From an optimization exercise on the open Yosys and OpenROAD flow, aimed at small area, a short achievable clock period and few clock cycles per item; shortcuts taken in it are not production practice. Function was checked by simulation only, so behaviour that the tests miss may differ from the original.

==> flow/design.v, too long to show whole: its modules and the start of the top module <==
// module filt_core: 250 lines
// module csc_pix: 1076 lines
// module upsample_csc: 129 lines
module upsample_csc (
    input  logic        clk,
    input  logic        resetn,
    input  logic        start,
    output logic        done,
    input  logic [15:0] sram_read_data,
    output logic [15:0] sram_write_data,
    output logic [17:0] sram_address,
    output logic        sram_we_n
);
  // ...
==> flow/run.sh <==
#!/bin/bash
# synth_recipe.tcl (not shown) runs the flow's synth.tcl, then flattens the netlist and writes it again
# the make line also repeats each setting of config.mk as NAME=value (left out here)
make -C /OpenROAD-flow-scripts/flow DESIGN_CONFIG=/design/flow/config.mk WORK_HOME=/design/flow/orfs CLKGATE_MAP_FILE= SYNTH_SCRIPT=/design/flow/synth_recipe.tcl finish
==> flow/config.mk <==
export PLATFORM = sky130hd
export DESIGN_NAME = upsample_csc
export DESIGN_NICKNAME = upsample_csc
export VERILOG_FILES = /design/flow/design.v
export SDC_FILE = /design/flow/constraint.sdc
export NUM_CORES = 4
export LEC_CHECK = 0
export CAP_MARGIN = 20
export CORE_MARGIN = 2
export CORE_UTILIZATION = 60
export PLACE_DENSITY = 0.75
export SLEW_MARGIN = 20
==> flow/constraint.sdc <==
create_clock -name core_clock -period 11.0 [get_ports {clk}]
set_input_delay 2.2000 -clock core_clock [delete_from_list [all_inputs] [get_ports {clk}]]
set_output_delay 2.2000 -clock core_clock [all_outputs]
set_load 0.01 [all_outputs]
==> flow_metrics.py, run 1 <==
metrics = {
    "status": {
        "status": "complete, no violations",
    },
    "die": {
        "die_x_um": 195,
        "die-area_sq_um": 38200,
        "coreArea_sq_um": 36300,
        "well_tap_count": 468,
    },
    "finish": {
        "clockNetworkAreaShare": 0.0398,
        "nFlopsAndLatches": 306,
        "final_common_cell": "inv_1",
        "nNonClkInverters": 379,
        "drive_gt1_frac": 0.0432,
        "seq_share": 0.308,
        "nMultiInputCombCells": 1375,
        "final_net_count": 2624,
        "area_delta_synth_final_pct": 9.03,
        "fill_cells": 2686,
    },
    "synth": {
        "synthTopCellsByArea": "fa_1 (22%), edfxtp_1 (16%), dfxtp_1 (16%), ha_1 (12%), inv_1 (6.5%)",
        "synthMuxAreaShare": 0.0223,
        "mappedNetlistArea_sq_um": 22000,
        "synth_compound_area_frac": 0.0975,
        "synth_xor_area_frac": 0.0407,
    },
    "timing": {
        "finalCritPeriodShare": 0.531,
        "setup_viol": 0,
    },
    "worst_setup_path": {
        "r2r_slack_ns": 5.16,
        "ff2ff_path_depth": 17,
        "worstPathCellList": "inv_1 -> fa_1 -> inv_1 -> fa_1 -> fa_1 -> inv_1 -> fa_1 -> inv_1 -> ha_1 -> nand4_1 -> a211oi_1 -> o211ai_1 -> nand3_1 -> o2111ai_1 -> a31oi_1 -> mux2i_1 -> o21ai_0",
        "path_max_fanout": 8,
        "crit_cells": 17,
    },
    "drt": {
        "vias": 14900,
        "wirelength_mm": 50.3,
        "via_per_inst": 5.64,
    },
    "clock_tree": {
        "cts-root-buf": "clkbuf_16",
        "clock_latency_ns": 0.60,
        "htree_levels": 1,
    },
    "placed_design": {
        "dpl-instance-area_sq_um": 23000,
    },
    "job": {
        "drv_cap": 0,
    },
}
Testbench counts, summed over its fixed seeds: cycles 960,155, pixels 384,000.
==> inputs of run 2 (changes only) <==
--- a/flow/config.mk
+++ b/flow/config.mk
@@ -6,7 +6,8 @@
 export NUM_CORES = 4
 export LEC_CHECK = 0
+export ABC_AREA = 1
 export CAP_MARGIN = 20
 export CORE_MARGIN = 2
-export CORE_UTILIZATION = 60
-export PLACE_DENSITY = 0.75
+export CORE_UTILIZATION = 40
+export PLACE_DENSITY = 0.6
 export SLEW_MARGIN = 20
==> run 2 against run 1 <==
- still clean on timing, DRC and antenna
- clock skew fell by 0.037 ns
- core utilization is 21 points lower
- routed wire length grew 11%
- critical path type unchanged
- largest cell class unchanged
==> flow_metrics.py, run 2 <==
metrics = {
    "die": {
        "boundaryPins": 55,
        "die-area_sq_um": 59000,
        "die_y_um": 243,
        "fp-row-count": 87,
        "coreArea_sq_um": 56400,
        "start_util": 0.405,
        "die_x_um": 243,
    },
    "synth": {
        "ys_seq_area_frac": 0.323,
        "synthCells": 2539,
        "syn-num-nets": 3009,
        "yosysMostFrequentCell": "inv_1",
        "synth_top_area_frac": 0.207,
        "synthTopCellsByCount": "inv_1 (548), nand2_1 (496), fa_1 (236)",
        "ys_seq_elements": 306,
        "async_flop_share": 0.0327,
        "ys.flop_type": "dfxtp_1",
        "mappedNetlistArea_sq_um": 22800,
        "synthTopCellsByArea": "fa_1 (21%), edfxtp_1 (16%), dfxtp_1 (15%), ha_1 (12%), inv_1 (9.0%)",
        "synth.distinct_cells": 56,
        "synth_edf_count": 120,
        "ys_warn_count": 1,
        "yosysTopAreaCell": "fa_1",
        "synth_area_per_cell_sq_um": 8.99,
    },
    "clock_tree": {
        "clock_latency_ns": 0.58,
        "cts_tree": "yes",
        "cts-root-buf": "clkbuf_16",
        "postCtsSetupRepairBufs": 0,
        "cts_sinks": 306,
        "htree_levels": 1,
        "ctsHoldBuffers": 0,
        "cts_inserted_buffers": 31,
        "clockBufferDepth": 3,
        "path_clk_slew_ns": 0.07,
        "cts_resized": 0,
    },
    "drt": {
        "wirelength_mm": 55.9,
        "drt-met1-wl_mm": 25.2,
        "drt-initial-drc-count": 1022,
        "vias": 16600,
        "routed.top_layer": "met4",
        "routedWlPerCell_um": 16.6,
        "wl_met3_mm": 2.36,
        "drt_pass1_iterations": 5,
        "ant_nets": 0,
        "drc": 0,
        "wl_met2_mm": 27.2,
        "via_per_inst": 4.92,
    },
    "timing": {
        "finalHoldViolations": 0,
        "fin_crit_ns": 5.27,
        "setup_viol": 0,
        "final_max_slew_viol_count": 0,
        "clock.fmax_ghz": 0.190,
        "worst_pin_slew_ns": 1.02,
        "relSlewSlack": 0.319,
        "setup-tns-final_ns": 0,
        "rsz0062_at_grt": "false",
        "fin_skew_ns": 0.0213,
        "finalCritPeriodShare": 0.479,
    },
    "finish": {
        "final_area_sq_um": 25400,
        "utilization": 0.450,
        "area_delta_synth_final_pct": 11.2,
        "register_area_sq_um": 7380,
        "mostFrequentLayoutCells": "inv_1 (548), nand2_1 (495), fa_1 (236)",
        "fill_cells": 5444,
        "top_register": "ch",
        "largest_reg_flops": 96,
        "final_cell_count_no_fill": 3379,
        "antenna_cells": 0,
        "reg_top3": "ch (96), ra (18), sram_address (18)",
        "final_net_count": 3069,
        "final_common_cell": "inv_1",
        "drive_gt1_frac": 0.0423,
        "multiInputGateArea_sq_um": 13200,
    },
    "worst_setup_path": {
        "cp.arrival_ns": 5.72,
        "cp-end-kind": "flop",
        "crit_type": "flop to flop",
        "cp-start-kind": "flop",
        "required_ns": 11.46,
        "path_max_fanout": 9,
    },
    "global_routing": {
        "antenna_found_initial": 1,
        "grt_start_max_net_pins": 89,
        "grt_use_total": 0.194,
        "grt_pass1_vias": 17400,
        "grt_pass1_wl_mm": 91.2,
        "grt_overflow_total": 0,
    },
    "job": {
        "drv_cap": 0,
    },
    "placed_design": {
        "hpwl_mm": 44.4,
        "dpl-instance-area_sq_um": 24200,
        "io_buffers": 54,
        "place_congestion": 0.947,
        "dp.cells": 3322,
    },
    "status": {
        "status": "complete, no violations",
    },
    "worst_hold_path": {
        "worstHoldPathType": "flop to flop",
    },
}
[run 2: cell count changes in the layout (fill, tap and decap cells not counted), sizes merged, moves of 11 or more]
| cell | previous run | this run |
|---|---|---|
| nand2 | 184 | 508 |
| inv | 381 | 555 |
| nand3 | 44 | 151 |
| nor2 | 87 | 146 |
| xnor2 | 51 | 6 |
| mux2 | 23 | 0 |
| mux2i | 23 | 1 |
| and3 | 19 | 2 |
| o211ai | 20 | 5 |
| xor2 | 51 | 36 |
| nor2b | 13 | 0 |
| or3 | 13 | 0 |
| a21boi | 13 | 1 |
| nand2b | 11 | 0 |
[run 2: critical path, stage by stage (launching register included)]
cell     delay, ns
dfxtp_1       0.67
inv_1         0.33
fa_1          0.62
inv_1         0.10
fa_1          0.48
fa_1          0.55
inv_1         0.06
fa_1          0.49
inv_1         0.04
ha_1          0.27
nand2_1       0.07
nor2_1        0.14
nand2_1       0.06
nor2_1        0.09
nand2_1       0.07
nand2_2       0.20
nand2_1       0.11
nand2_1       0.10
nand2_1       0.06
nand2_1       0.26
nand3_1       0.17
nand3_1       0.11
nand3_1       0.07
[run 2: metrics by stage]
stage | hold slack [ns] | worst slack, ns
after floorplan | 0.400 | 3.24
after global placement | 0.401 | 5.82
after detailed placement | 0.405 | 5.75
after CTS | 0.418 | 5.72
after global routing | 0.422 | 5.31
final | 0.414 | 5.73
[run 2: routing by layer]
metal  vias to the layer above  global-route usage
met1                      8074               0.254
met5                         -                   0
met2                       351               0.339
met4                         0              0.0485
li1                       8115                   -
met3                        72              0.0240
[run 2: path summary, 6_finish.rpt]
kind                        start             endpoint  slack [ns]  cells past startpoint
setup reg to reg            py[1]  sram_write_data[10]        5.73                     22
setup / recovery            py[1]  sram_write_data[10]        5.73                     22
min in group asynchronous  resetn                 k[1]        1.95                      1
hold reg to reg            ch[43]               ch[35]        0.41                      0
max in group asynchronous  resetn            sram_we_n        8.69                      1
hold / removal             ch[43]               ch[35]        0.41                      0
[run 2: final cells by class]
cell class	count	area share
timing repair buffer	63	0.0241
tap	756	0.0373
inverter	556	0.0823
clock buffer	37	0.0326
sequential	306	0.291
clock inverter	20	0.0119
multi-input combinational	1641	0.521
[run 2: cells by family after synthesis]
family | count (synthesis) | synth area share
xor gates and xnor gates | 42 | 0.0161
and+or+nand+nor | 875 | 0.169
AOI/OAI and AO/OA | 272 | 0.0684
adders and majority gates | 451 | 0.325
DFF | 306 | 0.323
muxes | 1 | 0.000439
buffers and inverters | 592 | 0.0981
==> inputs of run 3 (changes only) <==
--- a/flow/config.mk
+++ b/flow/config.mk
@@ -6,5 +6,4 @@
 export NUM_CORES = 4
 export LEC_CHECK = 0
-export ABC_AREA = 1
 export CAP_MARGIN = 20
 export CORE_MARGIN = 2
==> run 3 against run 2 <==
- routed wire length fell by 4.4%
- sequential share of layout area is 1.2 points higher
- hold slack worse by 0.0016 ns
- largest cell class unchanged
==> flow_metrics.py, run 3 <==
metrics = {
    "clock_tree": {
        "cts_tree": "yes",
        "cts-root-buf": "clkbuf_16",
        "htree_levels": 1,
        "cts_sinks": 306,
        "clockBufferDepth": 3,
        "cts_resized": 0,
        "clock_latency_ns": 0.57,
        "postCtsSetupRepairBufs": 0,
        "ctsHoldBuffers": 0,
        "cts_inserted_buffers": 31,
        "path_clk_slew_ns": 0.07,
    },
    "timing": {
        "finalCritPeriodShare": 0.533,
        "setup-tns-final_ns": 0,
        "finalHoldViolations": 0,
        "fin_crit_ns": 5.87,
        "clock.fmax_ghz": 0.170,
        "setup_viol": 0,
        "worst_pin_slew_ns": 0.937,
        "relSlewSlack": 0.373,
        "worst_slack_ns": 5.13,
        "fin_skew_ns": 0.0158,
        "rsz0062_at_grt": "false",
        "final_max_slew_viol_count": 0,
    },
    "drt": {
        "drc": 0,
        "vias": 14700,
        "drt_pass1_iterations": 7,
        "routedWlPerCell_um": 18.6,
        "ant_nets": 0,
        "drt-initial-drc-count": 936,
        "wirelength_mm": 53.5,
        "via_per_inst": 5.12,
    },
    "synth": {
        "synth.distinct_cells": 68,
        "synthCells": 2105,
        "synth_area_per_cell_sq_um": 10.4,
        "syn-num-nets": 2575,
        "synthTopCellsByCount": "inv_1 (378), fa_1 (236), ha_1 (215)",
        "synth_edf_count": 120,
        "yosysTopAreaCell": "fa_1",
        "ys.flop_type": "dfxtp_1",
        "ys_seq_area_frac": 0.336,
        "ys_warn_count": 1,
        "async_flop_share": 0.0327,
        "ys_seq_elements": 306,
        "yosysMostFrequentCell": "inv_1",
        "synthTopCellsByArea": "fa_1 (22%), edfxtp_1 (16%), dfxtp_1 (16%), ha_1 (12%), inv_1 (6.5%)",
        "mappedNetlistArea_sq_um": 22000,
        "synth_top_area_frac": 0.215,
    },
    "finish": {
        "reg_top3": "ch (96), ra (18), sram_address (18)",
        "final_cell_count_no_fill": 2877,
        "area_delta_synth_final_pct": 10.9,
        "top_register": "ch",
        "drive_gt1_frac": 0.0454,
        "final_common_cell": "inv_1",
        "utilization": 0.451,
        "antenna_cells": 0,
        "final_net_count": 2627,
        "largest_reg_flops": 96,
        "mostFrequentLayoutCells": "inv_1 (378), fa_1 (236), ha_1 (215)",
    },
    "worst_setup_path": {
        "slowest_stage": "dfxtp_1",
        "cpPeakStageDelay_ns": 0.66,
        "path_max_fanout": 8,
        "worst-path-buf-inv": 4,
        "required_ns": 11.42,
        "worstPathCellList": "inv_1 -> fa_1 -> inv_1 -> fa_1 -> fa_1 -> inv_1 -> fa_1 -> inv_1 -> ha_1 -> nand4_1 -> a211oi_1 -> o211ai_1 -> nand3_1 -> o2111ai_1 -> a31oi_1 -> mux2i_1 -> o21ai_0",
        "cp.arrival_ns": 6.29,
        "cp-start-kind": "flop",
        "critical_path.top_delay_family": "adder cells",
        "crit_type": "flop to flop",
        "cp-end-kind": "flop",
    },
    "global_routing": {
        "grt_use_total": 0.195,
        "antenna_found_initial": 0,
        "grt_busiest_layer": "met2",
        "grt_overflow_total": 0,
        "use_met1": 0.265,
        "grt_pass1_wl_mm": 86.6,
        "grt_pass1_vias": 15500,
        "grt_start_max_net_pins": 90,
        "use_met3": 0.0241,
        "grt_use_met2": 0.328,
    },
    "placed_design": {
        "dp.cells": 2820,
        "pre_cts_ws_ns": 5.17,
        "io_buffers": 54,
        "place_congestion": 0.933,
        "hpwl_mm": 42.4,
    },
    "worst_hold_path": {
        "worstHoldPathType": "flop to flop",
    },
    "die": {
        "die_x_um": 238,
        "die_y_um": 238,
        "fp-row-count": 85,
        "coreArea_sq_um": 54000,
        "start_util": 0.407,
        "die-area_sq_um": 56800,
        "boundaryPins": 55,
    },
    "status": {
        "status": "complete, no violations",
    },
    "job": {
        "drv_cap": 0,
    },
}
run 3: changes by cell type after synthesis, moves of 22 or more:
cell     delta
inv_1     -170
mux2_2     +23
mux2i_1    +22
nand2_1   -312
nand3_1   -102
nor2_1     -48
xnor2_1    +45
run 3: final cells by class:
| type | instances | area (sq um) |
|---|---|---|
| inverter | 379 | 1420 |
| sequential | 306 | 7380 |
| timing repair buffer | 64 | 619 |
| tap | 696 | 871 |
| fill | 4979 | 29700 |
| clock buffer | 45 | 903 |
| multi-input combinational | 1375 | 13000 |
| clock inverter | 12 | 155 |
run 3: layer usage:
| metal | routed length (um) | share of wire |
|---|---|---|
| met2 | 25500 | 0.48 |
| met1 | 24400 | 0.46 |
| met5 | 0 | 0 |
| met3 | 2240 | 0.042 |
| met4 | 1350 | 0.025 |
run 3: metrics by stage:
step	area, sq um	hold WS (ns)
after floorplan	22000	0.392
after CTS	24400	0.414
final	24400	0.413
after global routing	24400	0.418
after global placement	23300	0.399
after detailed placement	23300	0.405
run 3: logic make-up (layout without fill, tap and decap cells):
logic type      Yosys count  count (layout)  synth area share
compound gates          334             334            0.0975
mux                      46              46            0.0223
flops                   306             306             0.336
fa+ha+maj               451             451             0.338
simple gates            442             442            0.0935
xor+xnor                102             102            0.0407
buf+inv                 424             500            0.0726
run 3: worst paths after layout:
path | startpoint | to | slack [ns] | cells after the start
max | py[1] | sram_write_data[13] | 5.13 | 17
min | ch[59] | ch[51] | 0.41 | 0
max reg2reg | py[1] | sram_write_data[13] | 5.13 | 17
min reg2reg | ch[59] | ch[51] | 0.41 | 0
max in group asynchronous | resetn | lead[0] | 8.68 | 1
min in group asynchronous | resetn | k[0] | 1.96 | 1
run 3: worst reg2reg max path, cell delays in order (launching register included):
cell and delay [ns]:
dfxtp_1 0.66, inv_1 0.31, fa_1 0.56, inv_1 0.20, fa_1 0.48, fa_1 0.55
inv_1 0.05, fa_1 0.49, inv_1 0.04, ha_1 0.28, nand4_1 0.15, a211oi_1 0.29
o211ai_1 0.18, nand3_1 0.23, o2111ai_1 0.19, a31oi_1 0.31, mux2i_1 0.52, o21ai_0 0.20
==> inputs of run 4 (changes only) <==
==> flow/flow/run.sh (new file) <==
#!/bin/bash
# Own layout flow: the standard synthesis unchanged, then the standard ORFS steps with
# stronger timing repair (a larger setup margin, all endpoints) and faster port buffers.
# Each step's full output goes to a log file in the work folder.
set -euo pipefail
bash standard.sh synth > synth.log 2>&1
bash standard.sh SETUP_SLACK_MARGIN=${MARGIN:-7} TNS_END_PERCENT=100 \
     BUFFER_PORTS_ARGS="-buffer_cell sky130_fd_sc_hd__buf_4" finish > layout.log 2>&1
==> flow/standard.sh (new file) <==
#!/bin/bash
# synth_recipe.tcl (not shown) runs the flow's synth.tcl, then flattens the netlist and writes it again
# the make line also repeats each setting of config.mk as NAME=value (left out here)
make -C /OpenROAD-flow-scripts/flow DESIGN_CONFIG=/design/flow/config.mk WORK_HOME=/design/flow/orfs CLKGATE_MAP_FILE= SYNTH_SCRIPT=/design/flow/synth_recipe.tcl "${@:-finish}"
--- a/flow/config.mk
+++ b/flow/config.mk
@@ -6,4 +6,5 @@
 export NUM_CORES = 4
 export LEC_CHECK = 0
+export ABC_AREA = 1
 export CAP_MARGIN = 20
 export CORE_MARGIN = 2
removed: flow/run.sh
==> run 4 against run 3 <==
- non-clock buffer count up 79
- clock skew is 0.0048 ns higher
- via count increased by 16%
- sequential share of layout area decreased by 2.7 points
- critical path depth is 1 higher
- area after synthesis grew 3.9%
- routed wire length up 9.9%
- hold slack lost 0.0026 ns
- core utilization is 3.0 points higher
- final area grew 11%
==> flow_metrics.py, run 4 <==
metrics = {
    "synth": {
        "ys_warn_count": 1,
        "syn-num-nets": 3009,
        "yosysTopAreaCell": "fa_1",
        "synth_edf_count": 120,
        "yosysMostFrequentCell": "inv_1",
        "synthCells": 2539,
        "synthTopCellsByCount": "inv_1 (548), nand2_1 (496), fa_1 (236)",
        "ys_seq_area_frac": 0.323,
        "mappedNetlistArea_sq_um": 22800,
        "synthTopCellsByArea": "fa_1 (21%), edfxtp_1 (16%), dfxtp_1 (15%), ha_1 (12%), inv_1 (9.0%)",
        "synth.distinct_cells": 56,
        "synth_top_area_frac": 0.207,
        "ys.flop_type": "dfxtp_1",
        "synth_area_per_cell_sq_um": 8.99,
        "async_flop_share": 0.0327,
        "ys_seq_elements": 306,
    },
    "worst_setup_path": {
        "cp-start-kind": "flop",
        "crit_type": "flop to flop",
        "path_max_fanout": 6,
        "required_ns": 11.45,
        "cp.arrival_ns": 5.01,
        "cp-end-kind": "flop",
    },
    "drt": {
        "drc": 0,
        "routedWlPerCell_um": 17.0,
        "wirelength_mm": 58.8,
        "ant_nets": 0,
        "via_per_inst": 4.95,
        "drt-initial-drc-count": 984,
        "vias": 17100,
        "drt_pass1_iterations": 6,
    },
    "clock_tree": {
        "cts-root-buf": "clkbuf_16",
        "path_clk_slew_ns": 0.07,
        "htree_levels": 1,
        "cts_inserted_buffers": 30,
        "cts_sinks": 306,
        "clockBufferDepth": 3,
        "cts_tree": "yes",
        "ctsHoldBuffers": 0,
        "clock_latency_ns": 0.58,
    },
    "die": {
        "start_util": 0.405,
        "die_y_um": 243,
        "die_x_um": 243,
        "fp-row-count": 87,
        "boundaryPins": 55,
        "die-area_sq_um": 59000,
        "coreArea_sq_um": 56400,
    },
    "timing": {
        "setup_viol": 0,
        "finalHoldViolations": 0,
        "fin_skew_ns": 0.0206,
        "clock.fmax_ghz": 0.219,
        "final_max_slew_viol_count": 0,
        "relSlewSlack": 0.296,
        "worst_pin_slew_ns": 1.05,
        "setup-tns-final_ns": 0,
        "fin_crit_ns": 4.56,
        "finalCritPeriodShare": 0.414,
        "rsz0062_at_grt": "true",
    },
    "finish": {
        "mostFrequentLayoutCells": "inv_1 (509), nand2_1 (438), fa_1 (222)",
        "reg_top3": "ch (96), ra (18), sram_address (18)",
        "drive_gt1_frac": 0.187,
        "largest_reg_flops": 96,
        "register_area_sq_um": 7490,
        "final_cell_count_no_fill": 3460,
        "fill_cells": 5334,
        "final_net_count": 3150,
        "antenna_cells": 0,
        "final_area_sq_um": 27100,
        "top_register": "ch",
        "area_delta_synth_final_pct": 18.7,
        "utilization": 0.480,
        "final_common_cell": "inv_1",
        "multiInputGateArea_sq_um": 14400,
    },
    "placed_design": {
        "hpwl_mm": 43.9,
        "place_congestion": 0.917,
        "io_buffers": 54,
        "dpl-instance-area_sq_um": 24200,
        "dp.cells": 3319,
    },
    "worst_hold_path": {
        "worstHoldPathType": "flop to flop",
    },
    "status": {
        "status": "complete, no violations",
    },
    "global_routing": {
        "grt_start_max_net_pins": 89,
        "grt_pass1_vias": 17600,
        "antenna_found_initial": 1,
        "grt_use_total": 0.200,
        "grt_overflow_total": 0,
        "grt_pass1_wl_mm": 94.5,
    },
    "job": {
        "drv_cap": 0,
    },
}
==> run 4: cell types whose count changed in the layout (fill, tap and decap cells not counted), moves of 32 or more <==
| cell | before | now |
|---|---|---|
| nand2_2 | 0 | 45 |
| nand3_1 | 44 | 106 |
| buf_4 | 9 | 123 |
| inv_1 | 378 | 509 |
| clkdlybuf4s50_1 | 54 | 0 |
| xnor2_1 | 51 | 4 |
| nand3_2 | 0 | 41 |
| dfxtp_1 | 176 | 142 |
| nand2_1 | 184 | 438 |
| nor2_1 | 87 | 119 |
==> run 4: logic make-up after synthesis <==
logic type	after synthesis	share of synthesized area
and+or+nand+nor	875	0.169
muxes	1	0.000439
adders and majority gates	451	0.325
xor gates and xnor gates	42	0.0161
DFF	306	0.323
buffers and inverters	592	0.0981
AOI/OAI and AO/OA	272	0.0684
==> run 4: final timing paths <==
| path | from | to | slack [ns] | cells past startpoint |
|---|---|---|---|---|
| max | py[4] | sram_write_data[8] | 6.44 | 18 |
| min | ch[76] | ch[68] | 0.41 | 0 |
| max reg2reg | py[4] | sram_write_data[8] | 6.44 | 18 |
| min reg2reg | ch[76] | ch[68] | 0.41 | 0 |
| max in group asynchronous | resetn | lead[0] | 9.32 | 1 |
| min in group asynchronous | resetn | k[3] | 1.46 | 1 |
==> run 4: cell type report <==
cell class / count / share of cell area
multi-input combinational: 1643 / 0.530
sequential: 306 / 0.276
inverter: 556 / 0.0801
timing repair buffer: 143 / 0.0424
tap: 756 / 0.0349
clock buffer: 43 / 0.0326
clock inverter: 13 / 0.00342
==> run 4: metrics by stage <==
| step | hold WS, ns | setup WS [ns] |
|---|---|---|
| 6_report | 0.410 | 6.44 |
| 2_1_floorplan | 0.400 | 6.66 |
| 5_1_grt | 0.411 | 6.34 |
| 3_5_place_dp | 0.405 | 6.01 |
| 3_3_place_gp | 0.400 | 6.00 |
| 4_1_cts | 0.411 | 6.55 |
==> run 4: layer usage <==
layer  share of wire  track usage  vias to the layer above
met5               0            0                        -
met3           0.052       0.0223                       68
li1                -            -                     8273
met4           0.018       0.0393                        0
met2            0.49        0.346                      428
met1            0.44        0.271                     8368
==> run 4: timing repair <==
item | 4_1_cts | 5_1_grt
setup buffers | 63 | 19
setup endpoints to repair | 50 | 54
gates resized for setup | 190 | 117
pin swaps | 90 | 92
endpoints found under the hold margin | 0 | 0
gates cloned | 2 | 1
==> run 4: worst max-delay path: stages (launching register included) <==
cell	delay (ns)
dfxtp_4	0.46
fa_2	0.54
fa_1	0.58
inv_1	0.07
fa_1	0.50
inv_1	0.05
fa_1	0.51
ha_4	0.30
nand2_1	0.08
nor2_4	0.12
nand2_1	0.07
nor2_1	0.08
nand2_1	0.09
nand2_4	0.16
fa_2	0.45
inv_2	0.07
nand3_2	0.10
nand3_2	0.09
nand3_2	0.08
==> module upsample_csc, before the edit <==
module upsample_csc (
    input  logic        clk,
    input  logic        resetn,
    input  logic        start,
    output logic        done,
    input  logic [15:0] sram_read_data,
    output logic [15:0] sram_write_data,
    output logic [17:0] sram_address,
    output logic        sram_we_n
);
logic        run;
logic        start_d;
logic [3:0]  k;           
logic [1:0]  lead;        
logic [6:0]  col;         
logic [15:0] yc;          
logic [15:0] ua;          
logic [17:0] ra;          
wire go = ~run & ~done & start & ~start_d;
wire k9 = (k == 4'd9);
always_ff @(posedge clk or negedge resetn) begin
    if (~resetn) begin
        run       <= 1'b0;
        start_d   <= 1'b0;
        done      <= 1'b0;
        sram_we_n <= 1'b1;
        k         <= 4'd0;
        lead      <= 2'd3;
    end else begin
        start_d <= start;
        if (go) begin
            run  <= 1'b1;
            k    <= 4'd0;
            lead <= 2'd3;
        end else if (run) begin
            k <= k9 ? 4'd0 : k + 4'd1;
            if (k9 && lead != 2'd0) lead <= lead - 2'd1;
        end
        if (~sram_we_n && (&sram_address)) begin
            done <= 1'b1;
            run  <= 1'b0;
        end
        sram_we_n <= ~(run && !(~sram_we_n && (&sram_address)) && lead == 2'd0 &&
                       (k >= 4'd3) && (k <= 4'd8));
    end
end
always_ff @(posedge clk) begin
    if (go) begin
        sram_address <= 18'd65530;           
        yc  <= 16'd65531;
        ua  <= 16'd38400;                    
        ra  <= 18'd146926;                   
        col <= 7'd77;
    end else begin
        case (k)
            4'd9, 4'd2: begin                
                sram_address <= {2'b00, yc};
                yc <= yc + 16'd1;
            end
            4'd0: sram_address <= {2'b00, ua} + 18'd19199;    
            4'd1: begin                                       
                sram_address <= {2'b00, ua};
                ua <= ua + 16'd1;
            end
            default: begin                   
                sram_address <= ra;
                ra <= ra + 18'd1;
            end
        endcase
        if (k9) col <= (col == 7'd79) ? 7'd0 : col + 7'd1;
    end
end
logic [95:0] ch;      
logic [15:0] uw;     
logic [7:0]  vlo;    
wire shift = (k == 4'd1) || (k == 4'd2) || (k == 4'd4) || (k == 4'd5);
wire [7:0] c11_in = (k == 4'd1) ? uw[15:8] :
                    (k == 4'd4) ? uw[7:0]  :
                    (k == 4'd5) ? vlo      : sram_read_data[15:8];
always_ff @(posedge clk) begin
    if (shift) ch[87:0] <= ch[95:8];
    if (shift || k == 4'd3) ch[95:88] <= c11_in;
    if (k == 4'd4) uw <= sram_read_data;
    if (k == 4'd3) vlo <= sram_read_data[7:0];
end
wire pair_b = (k >= 4'd3);              
wire j0   = ~pair_b & (col == 7'd0);
wire j1   =  pair_b & (col == 7'd0);
wire j157 =  pair_b & (col == 7'd78);
wire j158 = ~pair_b & (col == 7'd79);
wire j159 =  pair_b & (col == 7'd79);
wire [7:0] t0 = ch[7:0], t1 = ch[23:16], t2 = ch[39:32], t3 = ch[55:48], t4 = ch[71:64], t5 = ch[87:80];
wire [7:0] la = j0 ? t2 : j1 ? t1 : t0;
wire [7:0] lb = j0 ? t2 : t1;
wire [7:0] ra_ = j159 ? t2 : j158 ? t3 : j157 ? t4 : t5;
wire [7:0] rb = j159 ? t2 : j158 ? t3 : t4;
wire [7:0] rc = j159 ? t2 : t3;
logic [8:0] fa, fb, fc;
always_ff @(posedge clk) begin
    fa <= {1'b0, la} + {1'b0, ra_};
    fb <= {1'b0, lb} + {1'b0, rb};
    fc <= {1'b0, t2} + {1'b0, rc};
end
wire [9:0] fq;      
filt_core u_filt (.a(fa), .b(fb), .c(fc), .q(fq));
logic [7:0] fru;    
always_ff @(posedge clk) fru <= fq[7:0];
wire odd = (k == 4'd3) || (k == 4'd6);
logic [7:0] ylo, py, pu;
logic [9:0] pv;
always_ff @(posedge clk) begin
    ylo <= sram_read_data[7:0];
    py  <= odd ? ylo : sram_read_data[15:8];
    pu  <= odd ? fru : ch[31:24];
    pv  <= odd ? fq  : {2'b00, ch[39:32]};
end
wire [7:0] pr, pg, pb;
csc_pix u_pix (.y(py), .u(pu), .v(pv), .r(pr), .gg(pg), .b(pb));
logic [7:0] gd, bd;
always_ff @(posedge clk) begin
    gd <= pg;
    bd <= pb;
    case (k)
        4'd3, 4'd6: sram_write_data <= {pr, pg};
        4'd4, 4'd7: sram_write_data <= {bd, pr};
        default:    sram_write_data <= {gd, bd};
    endcase
end
endmodule
==> inputs of run 5 (changes only) <==
--- a/flow/design.v
+++ b/flow/design.v
@@ -1377,5 +1377,5 @@
 end
 always_ff @(posedge clk) begin
-    if (go) begin
+    if (~run) begin                          
         sram_address <= 18'd65530;           
         yc  <= 16'd65531;
--- a/flow/flow/run.sh
+++ b/flow/flow/run.sh
@@ -5,4 +5,4 @@
 set -euo pipefail
 bash standard.sh synth > synth.log 2>&1
-bash standard.sh SETUP_SLACK_MARGIN=${MARGIN:-7} TNS_END_PERCENT=100 \
+bash standard.sh SETUP_SLACK_MARGIN=9 TNS_END_PERCENT=100 \
      BUFFER_PORTS_ARGS="-buffer_cell sky130_fd_sc_hd__buf_4" finish > layout.log 2>&1
==> run 5 against run 4 <==
- clock skew decreased by 0.0063 ns
- clock-buffer cell count decreased by 3
- non-clock buffer count up 158
- maximum frequency grew 2.0%
- sequential share of layout area down 2.6 points
- via count is 5.8% higher
- die area shrank 0.42%
- final area up 11%
==> flow_metrics.py, run 5 <==
metrics = {
    "synth": {
        "ys_seq_area_frac": 0.325,
        "synthCells": 2507,
        "yosysTopAreaCell": "fa_1",
        "synth_top_area_frac": 0.208,
        "ys_warn_count": 1,
        "synth_edf_count": 120,
        "syn-num-nets": 2977,
        "synthTopCellsByArea": "fa_1 (21%), edfxtp_1 (16%), dfxtp_1 (16%), ha_1 (12%), inv_1 (9.1%)",
        "yosysMostFrequentCell": "inv_1",
        "mappedNetlistArea_sq_um": 22700,
        "synth.distinct_cells": 56,
        "ys_seq_elements": 306,
        "synth_area_per_cell_sq_um": 9.06,
        "async_flop_share": 0.0327,
        "synthTopCellsByCount": "inv_1 (552), nand2_1 (452), fa_1 (236)",
        "ys.flop_type": "dfxtp_1",
    },
    "die": {
        "fp-row-count": 87,
        "coreArea_sq_um": 56300,
        "die_y_um": 242,
        "die-area_sq_um": 58700,
        "start_util": 0.404,
        "boundaryPins": 55,
        "die_x_um": 242,
    },
    "drt": {
        "routedWlPerCell_um": 18.1,
        "drc": 0,
        "ant_nets": 0,
        "vias": 18100,
        "wirelength_mm": 64.8,
        "drt_pass1_iterations": 5,
        "drt-initial-drc-count": 1238,
        "via_per_inst": 5.05,
    },
    "placed_design": {
        "hpwl_mm": 43.7,
        "place_congestion": 0.911,
        "io_buffers": 54,
        "pre_cts_ws_ns": 5.99,
        "dpl-instance-area_sq_um": 24500,
    },
    "timing": {
        "relSlewSlack": 0.280,
        "worst_pin_slew_ns": 1.08,
        "fin_crit_ns": 4.47,
        "clock.fmax_ghz": 0.224,
        "worst_slack_ns": 6.53,
        "finalCritPeriodShare": 0.406,
        "setup-tns-final_ns": 0,
        "setup_viol": 0,
        "finalHoldViolations": 0,
        "final_max_slew_viol_count": 0,
        "rsz0062_at_grt": "true",
        "fin_skew_ns": 0.0143,
        "holdWs_ns": 0.415,
    },
    "clock_tree": {
        "cts-root-buf": "clkbuf_16",
        "cts_inserted_buffers": 29,
        "htree_levels": 1,
        "cts_sinks": 306,
        "clockBufferDepth": 3,
        "ctsHoldBuffers": 0,
        "path_clk_slew_ns": 0.07,
        "clock_latency_ns": 0.58,
        "cts_tree": "yes",
    },
    "worst_setup_path": {
        "r2r_slack_ns": 6.53,
        "cp-end-kind": "flop",
        "crit_type": "flop to flop",
        "cp.arrival_ns": 4.93,
        "timing.rr.end": "sram_write_data[9]",
        "cp-start-kind": "flop",
        "path_max_fanout": 6,
        "ff2ff_path_depth": 18,
        "required_ns": 11.46,
        "worstReg2RegStart": "py[4]",
    },
    "finish": {
        "final_common_cell": "inv_1",
        "final_net_count": 3280,
        "final_area_sq_um": 30200,
        "largest_reg_flops": 96,
        "area_delta_synth_final_pct": 32.8,
        "drive_gt1_frac": 0.309,
        "mostFrequentLayoutCells": "inv_1 (495), nand2_1 (362), fa_1 (217)",
        "reg_top3": "ch (96), ra (18), sram_address (18)",
        "top_register": "ch",
        "antenna_cells": 0,
    },
    "global_routing": {
        "grt_use_total": 0.210,
        "antenna_found_initial": 0,
        "grt_pass1_vias": 18500,
        "grt_pass1_wl_mm": 98.3,
        "grt_overflow_total": 0,
        "grt_start_max_net_pins": 64,
    },
    "worst_hold_path": {
        "worstHoldPathType": "flop to flop",
        "holdPathStages": 0,
        "hp-start": "ch[42]",
        "min_to": "ch[34]",
    },
    "status": {
        "status": "complete, no violations",
    },
    "job": {
        "drv_cap": 0,
    },
}
[run 5: cell count changes after synthesis, sizes merged, moves of 3 or more]
cell    before  now
a21boi       1    4
inv        552  558
o22ai       12   20
o221ai       5    1
nand2      508  463
o211ai       5    9
and2         1    4
nand3      151  145
nand3b      10   15
nor2       146  129
o21ai       91  112
clkbuf      28   25
a31oi       12    8
[run 5: worst max-delay path by stage]
stage	depth (start not counted)	startpoint	endpoint
3_5_place_dp	19	py[3]	sram_write_data[0]
2_1_floorplan	19	py[1]	sram_write_data[8]
3_3_place_gp	19	pu[5]	sram_write_data[0]
5_1_grt	19	py[4]	sram_write_data[1]
4_1_cts	17	py[6]	sram_write_data[8]
6_report	18	py[4]	sram_write_data[9]
[run 5: layout make-up]
class	count	area, sq um
Timing Repair Buffer	301	3010
Clock inverter	14	169
Tap cell	756	946
Sequential cell	306	7550
Clock buffer	40	853
Timing Repair inverter	1	7.51
Inverter	561	2250
Multi-Input combinational cell	1610	15400
Fill cell	4746	26100
[run 5: repair_timing]
action | 4_1_cts | 5_1_grt
setup buffers | 160 | 77
gates cloned | 6 | 5
endpoints found under the setup margin | 285 | 293
pin swaps | 180 | 145
resized for setup | 453 | 215
[run 5: worst max-delay path, cell delays in order, from the launching register on]
cell and delay, ns:
dfxtp_4 0.45, fa_2 0.51, buf_6 0.15, fa_1 0.52, inv_2 0.04, fa_1 0.48, inv_2 0.04, fa_2 0.55
ha_4 0.22, nand2_2 0.08, nor2_4 0.04, buf_4 0.13, a21oi_4 0.16, nand2_4 0.12, fa_2 0.42, xnor2_2 0.17
nand3_1 0.10, nand3_1 0.09, nand3_1 0.07
[run 5: cells by family after synthesis]
kind of cell               Yosys count  synth area share
and+or+nand+nor                    815             0.159
buffers and inverters              595            0.0987
adders and majority gates          451             0.326
DFF                                306             0.325
AOI/OAI and AO/OA                  296            0.0740
xor gates and xnor gates            44            0.0170
[run 5: through the flow]
stage               utilization  std cells
floorplan                     -       2507
global placement          0.434       3287
detailed placement        0.434       3287
CTS                       0.507       3507
global route              0.536       3589
finish                    0.536       3589
[run 5: layer usage]
layer  vias to the layer above  track usage  routed length [um]
met1                      8977        0.266               26900
met5                         -      0.00735                  57
li1                       8529            -                   -
met2                       495        0.371               32700
met3                       121       0.0306                3270
met4                         2       0.0605                1890
Testbench counts of run 5, summed over its fixed seeds: cycles 960,155, pixels 384,000.
==> inputs of run 6 (changes only) <==
--- a/flow/flow/run.sh
+++ b/flow/flow/run.sh
@@ -5,4 +5,4 @@
 set -euo pipefail
 bash standard.sh synth > synth.log 2>&1
-bash standard.sh SETUP_SLACK_MARGIN=9 TNS_END_PERCENT=100 \
+bash standard.sh SETUP_SLACK_MARGIN=8 TNS_END_PERCENT=100 \
      BUFFER_PORTS_ARGS="-buffer_cell sky130_fd_sc_hd__buf_4" finish > layout.log 2>&1
==> run 6 against run 5 <==
- flip-flop and latch count is the same
- critical endpoint is now sram_write_data[0]
- register-to-register slack lost 0.06 ns
- critical path depth grew 4
- core utilization shrank 4.0 points
- setup slack lost 0.065 ns
- critical path type unchanged
- clock-buffer cell count shrank 2
- via count shrank 5.1%
- highest routed layer is now met4
==> flow_metrics.py, run 6 <==
metrics = {
    "status": {
        "status": "complete, no violations",
    },
    "synth": {
        "synthMuxAreaShare": 0,
        "synth_top_family_by_area": "adder cells",
        "synth_xor_area_frac": 0.0170,
        "synth-simple-area-share": 0.159,
        "mappedNetlistArea_sq_um": 22700,
        "ys_warn_count": 1,
        "synth_fa_ha_area_frac": 0.326,
        "ys.flop_type": "dfxtp_1",
        "synthCells": 2507,
        "ys_seq_area_frac": 0.325,
        "synth.distinct_cells": 56,
        "ys_seq_elements": 306,
        "synthTopCellsByCount": "inv_1 (552), nand2_1 (452), fa_1 (236)",
        "yosysMostFrequentCell": "inv_1",
        "synth_area_per_cell_sq_um": 9.06,
        "synth_top_area_frac": 0.208,
        "yosysTopAreaCell": "fa_1",
        "synth_compound_area_frac": 0.0740,
        "syn-num-nets": 2977,
        "async_flop_share": 0.0327,
        "synthTopCellsByArea": "fa_1 (21%), edfxtp_1 (16%), dfxtp_1 (16%), ha_1 (12%), inv_1 (9.1%)",
        "synth_edf_count": 120,
    },
    "clock_tree": {
        "htree_levels": 1,
        "ctsHoldBuffers": 0,
        "path_clk_slew_ns": 0.07,
        "clockBufferDepth": 3,
        "clock_latency_ns": 0.59,
        "cts_inserted_buffers": 30,
        "cts_tree": "yes",
        "cts_sinks": 306,
        "cts-root-buf": "clkbuf_16",
    },
    "die": {
        "coreArea_sq_um": 56300,
        "die-area_sq_um": 58700,
        "boundaryPins": 55,
        "die_x_um": 242,
        "die_y_um": 242,
        "start_util": 0.404,
        "fp-row-count": 87,
    },
    "global_routing": {
        "grt_start_max_net_pins": 89,
        "grt_pass1_wl_mm": 94.6,
        "grt_pass1_vias": 17500,
        "grt_use_total": 0.201,
        "antenna_found_initial": 0,
        "grt_overflow_total": 0,
    },
    "timing": {
        "worst_pin_slew_ns": 1.09,
        "worst_slack_ns": 6.46,
        "finalCritPeriodShare": 0.412,
        "finalHoldViolations": 0,
        "fin_crit_ns": 4.54,
        "setup-tns-final_ns": 0,
        "clock.fmax_ghz": 0.220,
        "final_max_slew_viol_count": 0,
        "rsz0062_at_grt": "true",
        "relSlewSlack": 0.274,
        "setup_viol": 0,
        "fin_skew_ns": 0.0349,
    },
    "finish": {
        "largest_reg_flops": 96,
        "antenna_cells": 0,
        "area_delta_synth_final_pct": 23.0,
        "final_common_cell": "inv_1",
        "drive_gt1_frac": 0.233,
        "mostFrequentLayoutCells": "inv_1 (505), nand2_1 (391), fa_1 (217)",
        "final_area_sq_um": 28000,
        "reg_top3": "ch (96), ra (18), sram_address (18)",
        "top_register": "ch",
        "final_net_count": 3154,
    },
    "drt": {
        "ant_nets": 0,
        "wirelength_mm": 59.9,
        "drc": 0,
        "routedWlPerCell_um": 17.3,
        "drt-initial-drc-count": 1138,
        "drt_pass1_iterations": 5,
        "vias": 17200,
        "via_per_inst": 4.96,
    },
    "placed_design": {
        "place_congestion": 0.905,
        "dpl-instance-area_sq_um": 24200,
        "io_buffers": 54,
        "hpwl_mm": 44.1,
        "pre_cts_ws_ns": 6.01,
    },
    "worst_setup_path": {
        "cp-end-kind": "flop",
        "crit_type": "flop to flop",
        "cp-start-kind": "flop",
        "cp.arrival_ns": 5.03,
        "required_ns": 11.50,
        "path_max_fanout": 8,
    },
    "worst_hold_path": {
        "worstHoldPathType": "flop to flop",
    },
    "job": {
        "drv_cap": 0,
    },
}
## run 6: changes by cell type in the layout (fill, tap and decap cells not counted), sizes merged
| cell | delta |
|---|---|
| bufinv | +2 |
| clkinvlp | -1 |
| nand2 | -2 |
| clkbuf | -4 |
| buf | -122 |
| clkinv | +5 |
| inv | -3 |
## run 6: path summary, 6_finish.rpt
kind,from,to,slack [ns],cells after the start
max,py[1],sram_write_data[0],6.46,22
max reg2reg,py[1],sram_write_data[0],6.46,22
min reg2reg,ch[72],ch[64],0.42,0
min in group asynchronous,resetn,k[2],1.42,1
min,ch[72],ch[64],0.42,0
max in group asynchronous,resetn,lead[0],9.36,1
## run 6: cell type report
cell class / count / area [sq um]
Clock inverter: 18 / 253
Inverter: 561 / 2180
Multi-Input combinational cell: 1608 / 14700
Clock buffer: 38 / 801
Fill cell: 5120 / 28300
Sequential cell: 306 / 7540
Timing Repair Buffer: 177 / 1560
Tap cell: 756 / 946
## run 6: kinds of logic after synthesis
| group | after synthesis |
|---|---|
| flops | 306 |
| fa+ha+maj | 451 |
| compound gates | 296 |
| buf+inv | 595 |
| xor+xnor | 44 |
| simple gates | 815 |
## run 6: per-stage QoR
stage	hold WS [ns]	util	cells
floorplan	0.400	-	2507
global placement	0.400	0.429	3289
detailed placement	0.405	0.429	3289
CTS	0.414	0.477	3425
global route	0.420	0.497	3464
finish	0.417	0.497	3464
## run 6: metal layers
| metal | GRT usage | part of all wire | up-vias |
|---|---|---|---|
| met5 | 0 | 0 | - |
| met4 | 0.0503 | 0.027 | 0 |
| met3 | 0.0191 | 0.045 | 94 |
| met2 | 0.346 | 0.48 | 410 |
| met1 | 0.274 | 0.45 | 8414 |
| li1 | - | - | 8274 |
## run 6: repair_timing
action	in CTS	in global routing
endpoints found under the setup margin	106	95
cloned	2	0
pin swaps	99	95
setup buffers	78	39
resized for setup	291	173
## run 6: worst max-delay path, cell delays in order, from the launching register on
cell and delay [ns]:
dfxtp_4 0.39, clkinvlp_4 0.12, fa_2 0.60, inv_2 0.06
fa_1 0.50, fa_1 0.51, inv_2 0.05, fa_1 0.49
inv_2 0.05, ha_4 0.26, nand2_4 0.06, nor2_4 0.12
nand2_1 0.06, nor2_1 0.08, nand2_1 0.09, nand2_4 0.15
buf_6 0.13, nand4_1 0.15, nand2_1 0.11, nand2_2 0.10
nand2_4 0.16, nand3_1 0.10, nand3_1 0.09
==> inputs of run 7 (changes only) <==
--- a/flow/flow/run.sh
+++ b/flow/flow/run.sh
@@ -5,4 +5,4 @@
 set -euo pipefail
 bash standard.sh synth > synth.log 2>&1
-bash standard.sh SETUP_SLACK_MARGIN=8 TNS_END_PERCENT=100 \
+bash standard.sh SETUP_SLACK_MARGIN=6.4 TNS_END_PERCENT=100 \
      BUFFER_PORTS_ARGS="-buffer_cell sky130_fd_sc_hd__buf_4" finish > layout.log 2>&1
==> run 7 against run 6 <==
- still clean
- clock-buffer cell count increased by 5
- critical endpoint is now sram_write_data[10]
==> flow_metrics.py, run 7 <==
metrics = {
    "placed_design": {
        "place_congestion": 0.944,
        "pre_cts_ws_ns": 5.52,
        "hpwl_mm": 44.5,
        "dpl-instance-area_sq_um": 24000,
        "io_buffers": 54,
    },
    "synth": {
        "synthTopCellsByArea": "fa_1 (21%), edfxtp_1 (16%), dfxtp_1 (16%), ha_1 (12%), inv_1 (9.1%)",
        "synth_area_per_cell_sq_um": 9.06,
        "synth_top_area_frac": 0.208,
        "synth-simple-area-share": 0.159,
        "ys_warn_count": 1,
        "synthCells": 2507,
        "synth_fa_ha_area_frac": 0.326,
        "yosysTopAreaCell": "fa_1",
        "syn-num-nets": 2977,
        "synth_top_family_by_area": "adder cells",
        "ys.flop_type": "dfxtp_1",
        "yosysMostFrequentCell": "inv_1",
        "synth_edf_count": 120,
        "synthMuxAreaShare": 0,
        "synth.distinct_cells": 56,
        "ys_seq_elements": 306,
        "ys_seq_area_frac": 0.325,
        "mappedNetlistArea_sq_um": 22700,
        "synthTopCellsByCount": "inv_1 (552), nand2_1 (452), fa_1 (236)",
        "synth_compound_area_frac": 0.0740,
        "async_flop_share": 0.0327,
        "synth_xor_area_frac": 0.0170,
    },
    "die": {
        "start_util": 0.404,
        "coreArea_sq_um": 56300,
        "boundaryPins": 55,
        "die-area_sq_um": 58700,
        "fp-row-count": 87,
        "die_x_um": 242,
        "die_y_um": 242,
    },
    "clock_tree": {
        "cts_inserted_buffers": 30,
        "path_clk_slew_ns": 0.07,
        "clockBufferDepth": 3,
        "clock_latency_ns": 0.59,
        "cts-root-buf": "clkbuf_16",
        "cts_sinks": 306,
        "htree_levels": 1,
        "cts_tree": "yes",
    },
    "finish": {
        "final_area_sq_um": 26000,
        "area_delta_synth_final_pct": 14.5,
        "top_register": "ch",
        "drive_gt1_frac": 0.127,
        "final_common_cell": "inv_1",
        "largest_reg_flops": 96,
        "mostFrequentLayoutCells": "inv_1 (533), nand2_1 (431), fa_1 (229)",
        "final_net_count": 3087,
        "reg_top3": "ch (96), ra (18), sram_address (18)",
        "antenna_cells": 0,
    },
    "worst_setup_path": {
        "required_ns": 11.46,
        "path_max_fanout": 8,
        "cp-end-kind": "flop",
        "cp.arrival_ns": 5.01,
        "cp-start-kind": "flop",
        "crit_type": "flop to flop",
    },
    "timing": {
        "fin_skew_ns": 0.0142,
        "relSlewSlack": 0.265,
        "setup_viol": 0,
        "rsz0062_at_grt": "true",
        "worst_slack_ns": 6.45,
        "finalHoldViolations": 0,
        "fin_crit_ns": 4.55,
        "finalCritPeriodShare": 0.413,
        "clock.fmax_ghz": 0.220,
        "setup-tns-final_ns": 0,
        "worst_pin_slew_ns": 1.10,
        "final_max_slew_viol_count": 0,
    },
    "drt": {
        "drc": 0,
        "drt_pass1_iterations": 5,
        "wirelength_mm": 57.1,
        "drt-initial-drc-count": 1116,
        "ant_nets": 0,
        "vias": 16600,
        "via_per_inst": 4.89,
        "routedWlPerCell_um": 16.8,
    },
    "global_routing": {
        "grt_pass1_vias": 16500,
        "grt_use_total": 0.193,
        "grt_overflow_total": 0,
        "grt_pass1_wl_mm": 90.0,
        "antenna_found_initial": 0,
        "grt_start_max_net_pins": 89,
    },
    "status": {
        "status": "complete, no violations",
    },
    "job": {
        "drv_cap": 0,
    },
    "worst_hold_path": {
        "worstHoldPathType": "flop to flop",
    },
}
==> run 7: cell counts after synthesis <==
No cell type changed its count.
==> run 7: through the flow <==
| step | utilization | std cells | hold WS (ns) |
|---|---|---|---|
| floorplan | - | 2507 | 0.400 |
| global placement | 0.427 | 3290 | 0.400 |
| detailed placement | 0.427 | 3290 | 0.405 |
| CTS | 0.453 | 3373 | 0.414 |
| global route | 0.462 | 3396 | 0.426 |
| finish | 0.462 | 3396 | 0.415 |
==> run 7: layout make-up <==
class / instances / area (sq um)
Clock inverter: 12 / 109
Fill cell: 5323 / 30300
Inverter: 561 / 2160
Tap cell: 756 / 946
Clock buffer: 43 / 955
Sequential cell: 306 / 7460
Timing Repair Buffer: 111 / 841
Multi-Input combinational cell: 1607 / 13500
==> run 7: path summary, 6_finish.rpt <==
kind	start	to	slack, ns	depth (start not counted)
max in group asynchronous	resetn	lead[1]	9.36	1
worst min register to register	ch[15]	ch[7]	0.41	0
worst max-delay path	py[5]	sram_write_data[10]	6.45	21
worst max register to register	py[5]	sram_write_data[10]	6.45	21
worst min-delay path	ch[15]	ch[7]	0.41	0
min in group asynchronous	resetn	start_d	1.42	1
==> run 7: repair_timing <==
item,4_1_cts,5_1_grt
pin swaps,6,36
resized for setup,76,80
buffers inserted,28,22
cloned,0,1
setup endpoints to repair,42,37
hold buffers,0,0
==> run 7: cell families (layout without fill, tap and decap cells) <==
logic type	Yosys count	count (layout)
adders and majority gates	451	451
buffers and inverters	595	727
DFF	306	306
xor gates and xnor gates	44	44
and+or+nand+nor	815	816
AOI/OAI and AO/OA	296	296
==> run 7: worst max-delay path, stage by stage, from the launching register on <==
cell and delay (ns):
dfxtp_4 0.41, clkinvlp_4 0.16, fa_2 0.62, inv_4 0.06, fa_1 0.47, fa_1 0.53, inv_1 0.05, fa_1 0.49
inv_2 0.05, ha_4 0.26, nand2_4 0.05, nor2_4 0.08, nand2_1 0.06, nor2_1 0.10, nand2_1 0.10, nand2_4 0.13
buf_4 0.13, nand4_1 0.14, nand3_2 0.21, nand2_4 0.12, nand3_1 0.10, nand3_1 0.09
==> run 7: metal layers <==
layer / wire [um] / GRT usage / up-vias / share of wire
met4: 1140 / 0.0381 / 0 / 0.020
met3: 2740 / 0.0203 / 70 / 0.048
li1: - / - / 8128 / -
met5: 0 / 0 / - / 0
met1: 25600 / 0.265 / 8010 / 0.45
met2: 27600 / 0.331 / 387 / 0.48
==> inputs of run 8 (changes only) <==
--- a/flow/flow/run.sh
+++ b/flow/flow/run.sh
@@ -5,4 +5,4 @@
 set -euo pipefail
 bash standard.sh synth > synth.log 2>&1
-bash standard.sh SETUP_SLACK_MARGIN=6.4 TNS_END_PERCENT=100 \
+bash standard.sh SETUP_SLACK_MARGIN=7 TNS_END_PERCENT=100 \
      BUFFER_PORTS_ARGS="-buffer_cell sky130_fd_sc_hd__buf_4" finish > layout.log 2>&1
==> run 8 against run 7 <==
- highest routed layer unchanged
- maximum frequency rose by 1.4%
- critical path depth unchanged
- critical path type unchanged
- hold slack improved by 0.0025 ns
- clock-buffer cell count grew 2
- sequential share of layout area shrank 1.4 points
- flip-flop and latch count stayed put
- largest cell class unchanged
- cell count increased by 2.0%
- core utilization grew 2.5 points
==> flow_metrics.py, run 8 <==
metrics = {
    "clock_tree": {
        "cts-root-buf": "clkbuf_16",
        "htree_levels": 1,
        "cts_sinks": 306,
        "cts_tree": "yes",
        "clockBufferDepth": 3,
        "ctsHoldBuffers": 0,
        "cts_inserted_buffers": 30,
        "clock_latency_ns": 0.61,
        "path_clk_slew_ns": 0.06,
    },
    "synth": {
        "yosysTopAreaCell": "fa_1",
        "yosysMostFrequentCell": "inv_1",
        "mappedNetlistArea_sq_um": 22700,
        "synth.distinct_cells": 56,
        "ys_seq_elements": 306,
        "synth_area_per_cell_sq_um": 9.06,
        "ys_seq_area_frac": 0.325,
        "synthCells": 2507,
        "synth_top_family_by_area": "adder cells",
        "synth_fa_ha_area_frac": 0.326,
        "ys_warn_count": 1,
        "synth-simple-area-share": 0.159,
        "synth_edf_count": 120,
        "ys.flop_type": "dfxtp_1",
        "synthTopCellsByCount": "inv_1 (552), nand2_1 (452), fa_1 (236)",
        "synth_xor_area_frac": 0.0170,
        "synth_top_area_frac": 0.208,
        "async_flop_share": 0.0327,
        "synthTopCellsByArea": "fa_1 (21%), edfxtp_1 (16%), dfxtp_1 (16%), ha_1 (12%), inv_1 (9.1%)",
        "synth_compound_area_frac": 0.0740,
        "syn-num-nets": 2977,
        "synthMuxAreaShare": 0,
    },
    "drt": {
        "drt_pass1_iterations": 5,
        "routedWlPerCell_um": 17.1,
        "drt-initial-drc-count": 1021,
        "via_per_inst": 4.94,
        "drc": 0,
        "ant_nets": 0,
        "wirelength_mm": 59.1,
        "vias": 17100,
    },
    "placed_design": {
        "dpl-instance-area_sq_um": 24100,
        "pre_cts_ws_ns": 5.96,
        "io_buffers": 54,
        "hpwl_mm": 43.9,
        "place_congestion": 0.892,
    },
    "finish": {
        "largest_reg_flops": 96,
        "final_common_cell": "inv_1",
        "reg_top3": "ch (96), ra (18), sram_address (18)",
        "drive_gt1_frac": 0.200,
        "top_register": "ch",
        "final_net_count": 3155,
        "final_area_sq_um": 27400,
        "mostFrequentLayoutCells": "inv_1 (502), nand2_1 (402), fa_1 (217)",
        "area_delta_synth_final_pct": 20.7,
        "antenna_cells": 0,
    },
    "die": {
        "die-area_sq_um": 58700,
        "fp-row-count": 87,
        "die_y_um": 242,
        "boundaryPins": 55,
        "coreArea_sq_um": 56300,
        "start_util": 0.404,
        "die_x_um": 242,
    },
    "global_routing": {
        "use_met1": 0.270,
        "use_met3": 0.0212,
        "antenna_found_initial": 0,
        "grt_use_met2": 0.347,
        "grt_overflow_total": 0,
        "grt_busiest_layer": "met2",
        "grt_start_max_net_pins": 89,
        "grt_pass1_vias": 17500,
        "grt_pass1_wl_mm": 94.0,
        "grt_use_total": 0.200,
    },
    "timing": {
        "clock.fmax_ghz": 0.223,
        "setup_viol": 0,
        "finalCritPeriodShare": 0.408,
        "rsz0062_at_grt": "true",
        "finalHoldViolations": 0,
        "final_max_slew_viol_count": 0,
        "worst_pin_slew_ns": 1.23,
        "holdWs_ns": 0.417,
        "fin_skew_ns": 0.0529,
        "relSlewSlack": 0.181,
        "fin_crit_ns": 4.48,
        "setup-tns-final_ns": 0,
        "worst_slack_ns": 6.52,
    },
    "worst_hold_path": {
        "holdPathStages": 0,
        "worstHoldPathType": "flop to flop",
    },
    "job": {
        "drv_cap": 0,
    },
    "worst_setup_path": {
        "cpPeakStageDelay_ns": 0.57,
        "worstPathCellList": "buf_6 -> ha_4 -> fa_1 -> fa_1 -> inv_2 -> fa_1 -> inv_1 -> fa_1 -> ha_4 -> nand2_2 -> nand2_2 -> nand2_2 -> nand2_4 -> nand2_2 -> nand2_4 -> a21oi_4 -> nand3b_1 -> nand2_4 -> nand3b_1 -> nand3_1 -> nand3_1",
        "cp-end-kind": "flop",
        "path_max_fanout": 8,
        "required_ns": 11.45,
        "ff2ff_path_depth": 21,
        "slowest_stage": "fa_1",
        "crit_type": "flop to flop",
        "cp.arrival_ns": 4.93,
        "cp-start-kind": "flop",
    },
    "status": {
        "status": "complete, no violations",
    },
}
## run 8: cell count changes in the layout (fill, tap and decap cells not counted), sizes merged
cell,delta
inv,-10
nand2,+1
clkinv,+4
clkinvlp,+4
buf,+67
clkbuf,+2
bufinv,+1
## run 8: cell families (layout without fill, tap and decap cells)
kind of cell	Yosys count	count (layout)
AOI/OAI and AO/OA	296	296
buffers and inverters	595	795
DFF	306	306
and+or+nand+nor	815	817
adders and majority gates	451	451
xor gates and xnor gates	44	44
## run 8: critical path, delay by kind of cell (launching register included)
kind            cells  cell delay, ns
buf+inv             3            0.22
compound gates      1            0.15
fa+ha+maj           6            2.53
flops               1            0.38
simple gates       11            1.07
## run 8: worst paths after layout
check,from,to,slack (ns)
worst min-delay path,ch[56],ch[48],0.42
worst max-delay path,py[4],sram_write_data[0],6.52
worst max register to register,py[4],sram_write_data[0],6.52
worst min register to register,ch[56],ch[48],0.42
min in group asynchronous,resetn,start_d,1.41
max in group asynchronous,resetn,lead[0],9.36
## run 8: cell type report
class	count	area, sq um
multi-input combinational	1608	14300
tap	756	946
timing repair buffer	178	1450
clock buffer	45	906
clock inverter	11	110
sequential	306	7480
fill	5269	28800
inverter	561	2190
## run 8: per-stage QoR
step / util / cells
after floorplan: - / 2507
after global placement: 0.429 / 3289
after detailed placement: 0.429 / 3289
after CTS: 0.472 / 3431
after global routing: 0.487 / 3465
final: 0.487 / 3465
## run 8: layer usage
layer  wire length [um]  up-vias
met3               2670       69
met4               1190        0
met1              26500     8404
met2              28800      388
li1                   -     8269
met5                  0        -
## run 8: timing repair
item | CTS | global route
gates cloned | 1 | 1
setup endpoints to repair | 50 | 51
resized for setup | 193 | 130
pin swaps | 91 | 78
buffers inserted | 85 | 33

## static timing again, ports no longer ideal
No port has a modelled driver above. Below, the same layouts with a new extraction and two added sets of constraints.
Step 1: set_driving_cell puts a clkbuf_16 on clk and a buf_2 on each other input, an assumption about the parent block.
Step 2 also shifts input and output timing later by t, the mid clock arrival at the registers, as if the neighbouring blocks saw the same clock.
Slacks: no drivers / after step 1 / after step 2; pairs: no drivers / after step 1.
run	shift t [ns]	setup WS [ns]	worst hold slack (ns)	worst setup path after step 2	slew at the worst register clock pin (ns)
run 1	0.620	5.159 / 5.159 / 5.159	0.412 / 0.412 / 0.412	register to register	0.07 / 0.07
run 2	0.619	5.733 / 5.733 / 5.733	0.414 / 0.414 / 0.414	register to register	0.07 / 0.07
run 3	0.617	5.135 / 5.135 / 5.135	0.413 / 0.413 / 0.413	register to register	0.07 / 0.07
run 4	0.619	6.441 / 6.441 / 6.441	0.410 / 0.410 / 0.410	register to register	0.07 / 0.07
run 5	0.629	6.530 / 6.530 / 6.530	0.415 / 0.415 / 0.415	register to register	0.07 / 0.07
run 6	0.625	6.465 / 6.465 / 6.465	0.417 / 0.417 / 0.417	register to register	0.07 / 0.07
run 7	0.636	6.453 / 6.453 / 6.453	0.415 / 0.415 / 0.415	register to register	0.07 / 0.07
run 8	0.636	6.517 / 6.517 / 6.517	0.417 / 0.417 / 0.417	register to register	0.07 / 0.07
After both steps every run listed still meets setup and hold.
